This is an optimization exercise on Yosys and OpenROAD, whose aim is small area, a short achievable clock period and few clock cycles per item, not a production implementation. Where RTL was checked, it was by simulation tests only, not by an equivalence proof against the original.

## polinomio
module polinomio(clk, inicio, reset, a, b, c, x, saida, pronto, livre);
Settings: LEC_CHECK=0, CAP_MARGIN=20, CORE_MARGIN=2, CORE_UTILIZATION=40, SETUP_SLACK_MARGIN=0, SLEW_MARGIN=20, SYNTH_HIERARCHICAL=1; clock period 9.0 ns.
standard.sh (not shown) runs the stock make flow with config.mk's settings and CLKGATE_MAP_FILE= SYNTH_SCRIPT=/design/flow/synth_recipe.tcl, a recipe that flattens the netlist after the stock synthesis.
==> flow/flow/run.sh <==
#!/bin/bash
# Standard ORFS layout, except that the port buffers are sky130_fd_sc_hd__buf_1.
set -o pipefail
cp standard.sh standard.sh.txt
export BUFFER_PORTS_ARGS="-buffer_cell sky130_fd_sc_hd__buf_1"
bash standard.sh > standard.log 2>&1
Testbench counts at the start, summed over its fixed seeds: cycles 6,400, items 3,200.
Then changed:
SETUP_SLACK_MARGIN = 3.5   (was 0)
Result:
- synthesized cell count stays the same
- setup slack is better by 540 ps
- count of clock-buffer cells in the layout went up by 1
- cell count increases by a few percent
- sequential cell count is unchanged
Then changed:
CORE_UTILIZATION = 75   (was 40)
SETUP_SLACK_MARGIN = 2.8   (was 3.5)
What happened: Final area goes down by a little under a tenth. Die area goes down by well over a third. Worst hold slack gets worse by 87 ps. Worst setup slack gets worse by 350 ps. Routed wire length goes down by a few percent. Register-to-register slack gets worse by 620 ps.
Then changed:
CORE_UTILIZATION = 60   (was 75)
Flip-flop and latch count stays the same; via count decreases by 4.5%; hold slack gains 240 ps; die area came out higher by 24%; final area stays flat; utilization is lower by 16 points; fmax is about the same; cell count is higher by 3.9%.

* * *

the baseline:
Another version of the RTL of polinomio (not shown whole).
Size: ~490 cells after synthesis, roughly 4600 sq um of cells after synthesis.
export LEC_CHECK = 0
export CAP_MARGIN = 20
export CORE_MARGIN = 2
export CORE_UTILIZATION = 40
export SETUP_SLACK_MARGIN = 2.8
export SLEW_MARGIN = 20
export SYNTH_HIERARCHICAL = 1
create_clock -name core_clock -period 9.0 [get_ports {clk}]
Scripts as last shown in full above: flow/flow/run.sh
The baseline closes out successfully: all stages finished, all timing, DRC and antenna checks passed.
Edits applied to the flow inputs when going from the baseline to the candidate:
# the baseline
export LEC_CHECK = 0
export CAP_MARGIN = 20
export CORE_MARGIN = 2
export CORE_UTILIZATION = 40
export SETUP_SLACK_MARGIN = 2.8
export SLEW_MARGIN = 20
export SYNTH_HIERARCHICAL = 1
create_clock -name core_clock -period 9.0 [get_ports {clk}]
# the candidate
export LEC_CHECK = 0
export CAP_MARGIN = 20
export CORE_MARGIN = 2
export CORE_UTILIZATION = 40
export SETUP_SLACK_MARGIN = 3.3
export SLEW_MARGIN = 20
export SYNTH_HIERARCHICAL = 1
create_clock -name core_clock -period 9.0 [get_ports {clk}]
[summary]
- Reported for the baseline and the candidate, critical path depth turned out identical to the last digit.
- Taking the baseline over the candidate, the first-iteration DRC count ratio works out to 0.69.
- The run showing the smaller global-route usage is the candidate.
- The setup slack of the candidate is larger than that of the baseline.
No functional check of the RTL was part of any run of this note.

* * *

== v6 ==
Another version of the RTL of polinomio (not shown whole).
Size: ~18 flip-flops, about 85 I/O pins, about 4200 sq um of cells after synthesis.
// polinomio
module polinomio(clk, inicio, reset, a, b, c, x, saida, pronto, livre);
clock: 9.0 ns
lec_check: 0
cap_margin: 20
core_margin: 2
core_utilization: 40
setup_slack_margin: 3.3
slew_margin: 20
synth_hierarchical: 1
==> flow/flow/run.sh <==
#!/bin/bash
# Standard ORFS layout with two changes: the port buffers are
# sky130_fd_sc_hd__buf_1, and after the floorplan every combinational cell is
# set to its smallest drive strength (downsize.tcl), so that the later timing
# repair only upsizes the cells that need it.
set -euo pipefail
export BUFFER_PORTS_ARGS="-buffer_cell sky130_fd_sc_hd__buf_1"
bash standard.sh floorplan > floorplan.log 2>&1
R=orfs/results/$FLOW_PLATFORM/polinomio/base
openroad -no_init -exit flow/downsize.tcl > downsize.log 2>&1
bash standard.sh finish > finish.log 2>&1
==> flow/flow/downsize.tcl <==
# Set each combinational cell of the floorplan to the smallest drive strength
# of its function (same name with _1, or _0 where that exists).
set r orfs/results/$::env(FLOW_PLATFORM)/polinomio/base
foreach lib [glob $::env(FLOW_HOME)/platforms/$::env(FLOW_PLATFORM)/lib/*tt*.lib] { read_liberty $lib }
read_db $r/2_floorplan.odb
set n 0
foreach inst [[ord::get_db_block] getInsts] {
  set m [[$inst getMaster] getName]
  if {![regexp {^(sky130_fd_sc_hd__)(mux2i?|a\w+|o\w+|nand\w*|nor\w*|and\w*|or\w*|xor\w*|xnor\w*|inv|ha|fa)_(\d+)$} $m -> pre fn sz]} { continue }
  if {$sz <= 1} { continue }
  foreach s {1} {
    set cand ${pre}${fn}_$s
    if {[[ord::get_db] findMaster $cand] ne "NULL"} {
      if {[catch {replace_cell [$inst getName] $cand} err]} { puts "skip [$inst getName]: $err" } else { incr n; puts "[$inst getName] $m -> $cand" }
      break
    }
  }
}
puts "downsized $n cells"
write_db $r/2_floorplan.odb
Testbench counts of v6, summed over its fixed seeds: cycles 6,400, items 3,200.
For v7, these inputs were changed with respect to v6:
--- a/flow/config.mk
+++ b/flow/config.mk
@@ -9,4 +9,4 @@
 export CORE_MARGIN = 2
-export CORE_UTILIZATION = 40
-export SETUP_SLACK_MARGIN = 3.3
+export CORE_UTILIZATION = 55
+export SETUP_SLACK_MARGIN = 3.2
 export SLEW_MARGIN = 20
- Diff v6 and v7: maximum fanout along the worst path higher in v7
- Between v6 and v7, the proportion of cell area spent on the clock network does not differ in any meaningful way.
- v7 against v6: number of buffer cells added on primary ports level, met2 wire length fell by about 6%.
- Slack of the worst reg-to-reg path: v7 < v6
- The final layout from v7, which completed every stage, passed the timing, design-rule and antenna checks at the end of the flow.
- Taking v6 as the reference point, the post-cts gate resize count of v7 falls by 11.

* * *

Starting RTL as in the previous note.
Design polinomio, start of the top module:
module polinomio(clk, inicio, reset, a, b, c, x, saida, pronto, livre);
    input clk;
    input inicio;
    input reset;
    input [15:0] a;
    input [15:0] b;
    input [15:0] c;
    input [15:0] x;
    output [15:0] saida;
    output pronto;
    output livre;
    reg [15:0] acc;
    reg livre_r;    
    reg pronto_r;
    wire [15:0] m = livre_r ? a : acc;
    wire [15:0] kn = livre_r ? ~b : ~c;    
    wire [15:0] y;
    mac16 u0(m, x, kn, y);
    always @(posedge clk) begin
        acc <= y;
        if (reset) begin
            livre_r <= 1'b1;
            pronto_r <= 1'b0;
        end else begin
            livre_r <= ~(livre_r & inicio);
            pronto_r <= ~livre_r;
        end
    end
    assign saida = acc;
    assign pronto = pronto_r;
    assign livre = livre_r;
endmodule
export LEC_CHECK = 0
export CAP_MARGIN = 20
export CORE_MARGIN = 2
export CORE_UTILIZATION = 40
export SETUP_SLACK_MARGIN = 3.4
export SLEW_MARGIN = 20
export SYNTH_HIERARCHICAL = 1
create_clock -name core_clock -period 9.0 [get_ports {clk}]
Scripts as last shown in full above: flow/flow/run.sh, flow/flow/downsize.tcl
The first run finished with timing, DRC and antenna clean.
Testbench counts at the start, summed over its fixed seeds: cycles 6,400, items 3,200.
==> next run, changes <==
==> flow/flow/run.sh (replaced) <==
#!/bin/bash
# Standard ORFS layout, except that the port buffers are sky130_fd_sc_hd__buf_1.
set -o pipefail
cp standard.sh standard.sh.txt
export BUFFER_PORTS_ARGS="-buffer_cell sky130_fd_sc_hd__buf_1"
bash standard.sh > standard.log 2>&1
removed: flow/flow/downsize.tcl
The changed run passed the timing, design-rule and antenna checks.
Core utilization is higher by 0.96 points.
Fmax barely changes.
Worst setup slack is better by 11 ps.
Via count is lower by 1.1%.
==> next run, changes <==
==> flow/flow/run.sh (replaced) <==
#!/bin/bash
# Standard ORFS layout with two changes: the port buffers are
# sky130_fd_sc_hd__buf_1, and after the floorplan every combinational cell is
# set to its smallest drive strength (downsize.tcl), so that the later timing
# repair only upsizes the cells that need it.
set -euo pipefail
export BUFFER_PORTS_ARGS="-buffer_cell sky130_fd_sc_hd__buf_1"
bash standard.sh floorplan > floorplan.log 2>&1
R=orfs/results/$FLOW_PLATFORM/polinomio/base
openroad -no_init -exit flow/downsize.tcl > downsize.log 2>&1
bash standard.sh finish > finish.log 2>&1
==> flow/flow/downsize.tcl (new file) <==
# Set each combinational cell of the floorplan to the smallest drive strength
# of its function (same name with _1, or _0 where that exists).
set r orfs/results/$::env(FLOW_PLATFORM)/polinomio/base
foreach lib [glob $::env(FLOW_HOME)/platforms/$::env(FLOW_PLATFORM)/lib/*tt*.lib] { read_liberty $lib }
read_db $r/2_floorplan.odb
set n 0
foreach inst [[ord::get_db_block] getInsts] {
  set m [[$inst getMaster] getName]
  if {![regexp {^(sky130_fd_sc_hd__)(mux2i?|a\w+|o\w+|nand\w*|nor\w*|and\w*|or\w*|xor\w*|xnor\w*|inv|ha|fa)_(\d+)$} $m -> pre fn sz]} { continue }
  if {$sz <= 1} { continue }
  foreach s {1} {
    set cand ${pre}${fn}_$s
    if {[[ord::get_db] findMaster $cand] ne "NULL"} {
      if {[catch {replace_cell [$inst getName] $cand} err]} { puts "skip [$inst getName]: $err" } else { incr n; puts "[$inst getName] $m -> $cand" }
      break
    }
  }
}
puts "downsized $n cells"
write_db $r/2_floorplan.odb
SETUP_SLACK_MARGIN = 3.2   (was 3.4)
Outcome: Synthesized cell count is unchanged. Design area falls by about 8%. Utilization fell by 3.8 points. First-iteration DRC count went down by about 30%. Clock skew barely changes. Wire length went down by about 7%. Worst hold slack is better by 3.9 ps. Maximum frequency decreases by 1.3%. Setup slack is worse by 73 ps. Count of clock-buffer cells in the layout went up by 1. Non-clock buffer count decreases by 22.
==> next run, changes <==
==> flow/flow/run.sh (replaced) <==
#!/bin/bash
# Standard ORFS layout, except that the port buffers are sky130_fd_sc_hd__buf_1.
set -o pipefail
cp standard.sh standard.sh.txt
export BUFFER_PORTS_ARGS="-buffer_cell sky130_fd_sc_hd__buf_1"
bash standard.sh > standard.log 2>&1
removed: flow/flow/downsize.tcl
After rerunning: Clock skew stays flat; worst setup slack degrades by 3.7 ps; hold slack degrades by 160 ps; clock-buffer cell count shrinks by 1; wire length grows by 4.2%; via count stays flat; global-route usage grows by 0.30 points; core utilization grows by 0.68 points.

* * *

Setup of exp/indigo:
Starting RTL as in the previous note.
export LEC_CHECK = 0
export CAP_MARGIN = 20
export CORE_MARGIN = 2
export CORE_UTILIZATION = 40
export SETUP_SLACK_MARGIN = 3.0
export SLEW_MARGIN = 20
export SYNTH_HIERARCHICAL = 1
create_clock -name core_clock -period 9.0 [get_ports {clk}]
==> flow/flow/run.sh <==
#!/bin/bash
# Standard ORFS layout, except that the port buffers are sky130_fd_sc_hd__buf_1.
set -o pipefail
cp standard.sh standard.sh.txt
export BUFFER_PORTS_ARGS="-buffer_cell sky130_fd_sc_hd__buf_1"
bash standard.sh > standard.log 2>&1
No stage failed in exp/indigo, and the final checks on the layout all came back clean.
Testbench counts of exp/indigo, summed over its fixed seeds: cycles 6,400, items 3,200.
Setup changes, exp/indigo to exp/delta
# exp/indigo
export LEC_CHECK = 0
export CAP_MARGIN = 20
export CORE_MARGIN = 2
export CORE_UTILIZATION = 40
export SETUP_SLACK_MARGIN = 3.0
export SLEW_MARGIN = 20
export SYNTH_HIERARCHICAL = 1
create_clock -name core_clock -period 9.0 [get_ports {clk}]
# exp/delta
export LEC_CHECK = 0
export CAP_MARGIN = 20
export CORE_MARGIN = 2
export CORE_UTILIZATION = 40
export SETUP_SLACK_MARGIN = 3.1
export SLEW_MARGIN = 20
export SYNTH_HIERARCHICAL = 1
create_clock -name core_clock -period 9.0 [get_ports {clk}]
==> flow/flow/run.sh <==
#!/bin/bash
# Standard ORFS layout with two changes: the port buffers are
# sky130_fd_sc_hd__buf_1, and after the floorplan every combinational cell is
# set to its smallest drive strength (downsize.tcl), so that the later timing
# repair only upsizes the cells that need it.
set -euo pipefail
export BUFFER_PORTS_ARGS="-buffer_cell sky130_fd_sc_hd__buf_1"
bash standard.sh floorplan > floorplan.log 2>&1
R=orfs/results/$FLOW_PLATFORM/polinomio/base
openroad -no_init -exit flow/downsize.tcl > downsize.log 2>&1
bash standard.sh finish > finish.log 2>&1
==> flow/flow/downsize.tcl (new file) <==
# Set each combinational cell of the floorplan to the smallest drive strength
# of its function (same name with _1, or _0 where that exists).
set r orfs/results/$::env(FLOW_PLATFORM)/polinomio/base
foreach lib [glob $::env(FLOW_HOME)/platforms/$::env(FLOW_PLATFORM)/lib/*tt*.lib] { read_liberty $lib }
read_db $r/2_floorplan.odb
set n 0
foreach inst [[ord::get_db_block] getInsts] {
  set m [[$inst getMaster] getName]
  if {![regexp {^(sky130_fd_sc_hd__)(mux2i?|a\w+|o\w+|nand\w*|nor\w*|and\w*|or\w*|xor\w*|xnor\w*|inv|ha|fa)_(\d+)$} $m -> pre fn sz]} { continue }
  if {$sz <= 1} { continue }
  foreach s {1} {
    set cand ${pre}${fn}_$s
    if {[[ord::get_db] findMaster $cand] ne "NULL"} {
      if {[catch {replace_cell [$inst getName] $cand} err]} { puts "skip [$inst getName]: $err" } else { incr n; puts "[$inst getName] $m -> $cand" }
      break
    }
  }
}
puts "downsized $n cells"
write_db $r/2_floorplan.odb
==> comparison <==
- Wire length of the first global-routing pass down 2.1% in exp/delta wrt exp/indigo
- Summary of exp/delta over exp/indigo: aggregate global-route resource usage -0.31 points; register-to-register slack decreased 100 ps; worst hold margin higher.
- On layout cell share with drive strength beyond 1: between exp/indigo and exp/delta, it ends up higher for exp/indigo.
- Via count of the first global-routing pass: exp/indigo vs exp/delta, no meaningful difference
The inputs of exp/amber differ from those of exp/delta as listed below.
# exp/delta
export LEC_CHECK = 0
export CAP_MARGIN = 20
export CORE_MARGIN = 2
export CORE_UTILIZATION = 40
export SETUP_SLACK_MARGIN = 3.1
export SLEW_MARGIN = 20
export SYNTH_HIERARCHICAL = 1
create_clock -name core_clock -period 9.0 [get_ports {clk}]
# exp/amber
export LEC_CHECK = 0
export CAP_MARGIN = 20
export CORE_MARGIN = 2
export CORE_UTILIZATION = 40
export SETUP_SLACK_MARGIN = 3.0
export SLEW_MARGIN = 20
export SYNTH_HIERARCHICAL = 1
create_clock -name core_clock -period 9.0 [get_ports {clk}]
## What came out
Flip-flop and latch share of the layout cell area: exp/amber vs exp/delta, no meaningful difference
Going from exp/delta to exp/amber, worst clock skew now sits at about the same level; shortest period the worst path allows now sits higher.
The clock network latency to the later pin of the worst-skew pair was comparable across exp/delta and exp/amber.

==> what the ideal ports hide <==
No port has a modelled driver above. Below, the same layouts with a new extraction and two added sets of constraints.
Step 1 assumes that a clkbuf_16 drives the clock port and a buf_2 every other input.
Step 2 moves the port delays by t, midway between the first and last clock arrival at a register: inputs arrive t later, outputs are due t later. That takes back most of the time a late clock gives input paths.
Three values: ideal, step 1, step 2; two values: the first two.
run	t (ns)	setup slack, ns	latest minus earliest clock arrival (ns)	worst data-port slew with drivers (ns)
the first run of note 1	0.288	2.805 / 2.810 / 2.522	0.003 / 0.003	0.05
the second run of note 1	0.302	3.344 / 3.339 / 3.037	0.006 / 0.005	0.05
the third run of note 1	0.299	2.999 / 3.005 / 2.706	0.003 / 0.003	0.04
the fourth run of note 1	0.294	3.004 / 3.010 / 2.716	0.004 / 0.004	0.05
the baseline	0.279	2.940 / 2.951 / 2.673	0.003 / 0.003	0.05
the candidate	0.279	3.059 / 3.066 / 2.787	0.001 / 0.001	0.04
v6	0.292	3.334 / 3.347 / 3.055	0.006 / 0.006	0.03
v7	0.292	3.327 / 3.337 / 3.045	0.002 / 0.002	0.04
the first run of note 4	0.294	3.409 / 3.417 / 3.123	0.007 / 0.007	0.06
the second run of note 4	0.292	3.420 / 3.433 / 3.141	0.010 / 0.010	0.04
the third run of note 4	0.298	3.347 / 3.345 / 3.047	0.010 / 0.009	0.04
the fourth run of note 4	0.291	3.343 / 3.355 / 3.064	0.010 / 0.010	0.04
exp/indigo	0.291	3.230 / 3.239 / 2.948	0.010 / 0.010	0.04
exp/delta	0.299	3.275 / 3.285 / 2.985	0.010 / 0.011	0.04
exp/amber	0.298	3.173 / 3.171 / 2.873	0.009 / 0.009	0.04
After both steps setup and hold are still met in every run listed. For the second run of note 1, which loses most, drivers alone change the setup slack by -0.005 ns; drivers and shift together by -0.307 ns.
